What follows belongs to an exercise in optimizing a design on an open flow for small area; a production flow would make more cautious choices. Only simulation tests tie the RTL to the original design; equivalence was not proved.

==> flow/design.v (excerpt) <==
module chen_cordic #(
    parameter ROTATE_TYPE = "ROTATE",
    parameter DATABITS = 17,
    parameter ITERATIONS = 16
)(
    input clk,
    input rst_n,
    input Validin,
    input signed [DATABITS-1:0] Xin,
    input signed [DATABITS-1:0] Yin,
    input signed [17:0] Ain,
    output Validout,
    output signed [DATABITS-1:0] Xout,
    output signed [DATABITS-1:0] Yout,
    output signed [17:0] Aout
);
export LEC_CHECK = 0
export CAP_MARGIN = 20
export CORE_MARGIN = 2
export CORE_UTILIZATION = 70
export CTS_BUF_LIST = sky130_fd_sc_hd__clkbuf_8
export CTS_CLUSTER_DIAMETER = 60
export CTS_CLUSTER_SIZE = 20
export SLEW_MARGIN = 20
export SYNTH_HIERARCHICAL = 1
export SYNTH_MINIMUM_KEEP_SIZE = 0
create_clock -name core_clock -period 6.5 [get_ports {clk}]
standard.sh (not shown) runs the stock make flow with config.mk's settings and CLKGATE_MAP_FILE= SYNTH_SCRIPT=/design/flow/synth_recipe.tcl, a recipe that flattens the netlist after the stock synthesis.
==> flow/flow/run.sh <==
#!/bin/bash
# The standard layout (the standard.sh, all steps), with one change: the buffer that
# placement puts on every input and output port is a plain sky130_fd_sc_hd__buf_1 instead of
# the cell buffer_ports picks by itself (a 10 um2 delay buffer). Every port still gets its buffer.
set -euo pipefail
export BUFFER_PORTS_ARGS="-buffer_cell sky130_fd_sc_hd__buf_1"
bash standard.sh > standard.log 2>&1
The baseline finished with timing, DRC and antenna clean.
Then changed:
Settings changed: CORE_UTILIZATION 70 to 76.
=>
- sequential share of layout area is about the same
- via count climbs slightly
- hold slack degrades by 0.0052 ns
- routed wire length climbs by a little under a tenth
- critical path depth is unchanged
- die area drops by a little under a tenth
- cell area hardly moves

Setup of north:
Another version of the RTL of chen_cordic (not shown whole).
For scale: roughly 2600 cells after synthesis, roughly 550 flip-flops, ~110 I/O pins, about 0.033 mm2 of cells after synthesis.
==> flow/design.v (excerpt) <==
module chen_cordic #(
    parameter ROTATE_TYPE = "ROTATE",
    parameter DATABITS = 17,
    parameter ITERATIONS = 16
)(
    input clk,
    input rst_n,
    input Validin,
    input signed [DATABITS-1:0] Xin,
    input signed [DATABITS-1:0] Yin,
    input signed [17:0] Ain,
    output Validout,
    output signed [DATABITS-1:0] Xout,
    output signed [DATABITS-1:0] Yout,
    output signed [17:0] Aout
);
export LEC_CHECK = 0
export CAP_MARGIN = 20
export CORE_MARGIN = 2
export CORE_UTILIZATION = 70
export CTS_BUF_LIST = sky130_fd_sc_hd__clkbuf_16
export CTS_CLUSTER_DIAMETER = 80
export CTS_CLUSTER_SIZE = 36
export SLEW_MARGIN = 20
export SYNTH_HIERARCHICAL = 1
export SYNTH_MINIMUM_KEEP_SIZE = 0
create_clock -name core_clock -period 6.5 [get_ports {clk}]
Scripts as last shown in full above: flow/flow/run.sh
Inputs modified between north and south:
- swapping 36 for 10 in CTS_CLUSTER_SIZE
- swapping sky130_fd_sc_hd__clkbuf_16 for sky130_fd_sc_hd__clkbuf_4 in CTS_BUF_LIST
- swapping 80 for 40 in CTS_CLUSTER_DIAMETER
Results
In south, the global-route usage came out 0.49 points above the value in north.
north has a higher count of buffering cells on the critical path with inverters included than south.
Comparing north and south, the higher count of clock-buffer cells in the layout is on south.
The first-pass GRT wire length number comes out higher for south vs north.
Clock network latency to the later pin of the worst-skew pair (south over north): increase, 0.24 ns
Compare north and south | signed area change from the synthesized netlist to the final layout higher: north

Another version of the RTL of chen_cordic (not shown whole).
For scale: roughly 2,400 cells after synthesis, ~110 I/O pins, ~34,000 um2 of cells after synthesis.
==> flow/config.mk <==
export PLATFORM = sky130hd
export DESIGN_NAME = chen_cordic
export DESIGN_NICKNAME = chen_cordic
export VERILOG_FILES = /design/flow/design.v
export SDC_FILE = /design/flow/constraint.sdc
export NUM_CORES = 4
export LEC_CHECK = 0
export CAP_MARGIN = 20
export CORE_MARGIN = 2
export CORE_UTILIZATION = 55
export CTS_BUF_LIST = sky130_fd_sc_hd__clkbuf_8
export CTS_CLUSTER_DIAMETER = 60
export CTS_CLUSTER_SIZE = 20
export SLEW_MARGIN = 20
export SYNTH_HIERARCHICAL = 1
export SYNTH_MINIMUM_KEEP_SIZE = 0
==> flow/constraint.sdc <==
create_clock -name core_clock -period 6.5 [get_ports {clk}]
set_input_delay 1.3000 -clock core_clock [delete_from_list [all_inputs] [get_ports {clk}]]
set_output_delay 1.3000 -clock core_clock [all_outputs]
set_load 0.01 [all_outputs]
Scripts as last shown in full above: flow/flow/run.sh
Change:
- CORE_UTILIZATION: 55 -> 40
After rerunning: Global-route usage went down by 6.2 points; sequential cell count stays the same; clock skew went up by 0.013 ns; final area went up by 1.8%; register-to-register slack barely changes; hold slack is worse by 0.042 ns.
Change:
- CORE_UTILIZATION: 40 -> 82
Result:
- The changed run completed, yet does not pass: setup timing
- global-route usage rises by 18 points
- design area is lower by 3.3%
- setup slack gets worse by 0.23 ns
- wire length is higher by 19%
Change:
- CORE_UTILIZATION: 82 -> 70
Outcome: The changed run completed with no timing, DRC or antenna violations. First-iteration DRC count is lower by 38%. Register-to-register slack improves by 0.18 ns. Wire length drops by 16%. Fmax is higher by 2.9%. Flip-flop and latch count does not change. Area after synthesis does not change. Count of clock-buffer cells in the layout goes up by 6. Via count shrinks by 5.0%. Worst setup slack gets better by 0.18 ns.

==> what the ideal ports hide <==
In the flow no input, the clock included, has a driving cell. The finished layouts below were timed again as built, in two steps.
Step 1 (the two cells are an assumption about what drives the block):
set clk [get_ports {clk}]
set_driving_cell -lib_cell sky130_fd_sc_hd__clkbuf_16 $clk
set_driving_cell -lib_cell sky130_fd_sc_hd__buf_2 [delete_from_list [all_inputs] $clk]
Step 2, shift: input delay + t, output delay - t, t = (earliest + latest rising clock arrival at the registers) / 2. This alone moves slack from input paths to output paths.
Slacks: ideal ports / drivers / drivers and shift; pairs: ideal ports / drivers.
run	t, ns	slack for setup (ns)	clock arrival spread, ns	slew at the worst register clock pin (ns)
the first run of note 1	0.706	0.159 / 0.159 / 0.159	0.034 / 0.033	0.12 / 0.12
the second run of note 1	0.725	0.102 / 0.102 / 0.102	0.054 / 0.054	0.12 / 0.12
north	0.662	0.139 / 0.139 / 0.139	0.036 / 0.036	0.12 / 0.12
south	0.876	0.173 / 0.173 / 0.158	0.065 / 0.066	0.11 / 0.11
the first run of note 3	0.708	0.178 / 0.178 / 0.178	0.056 / 0.056	0.12 / 0.12
the second run of note 3	0.744	0.165 / 0.165 / 0.165	0.063 / 0.063	0.11 / 0.11
the third run of note 3	0.698	-0.065 / -0.065 / -0.065	0.047 / 0.048	0.12 / 0.12
the fourth run of note 3	0.722	0.120 / 0.120 / 0.120	0.042 / 0.042	0.12 / 0.12
The setup slack of south, which loses most, moves by 0.000 ns with the drivers and by -0.015 ns with both steps.
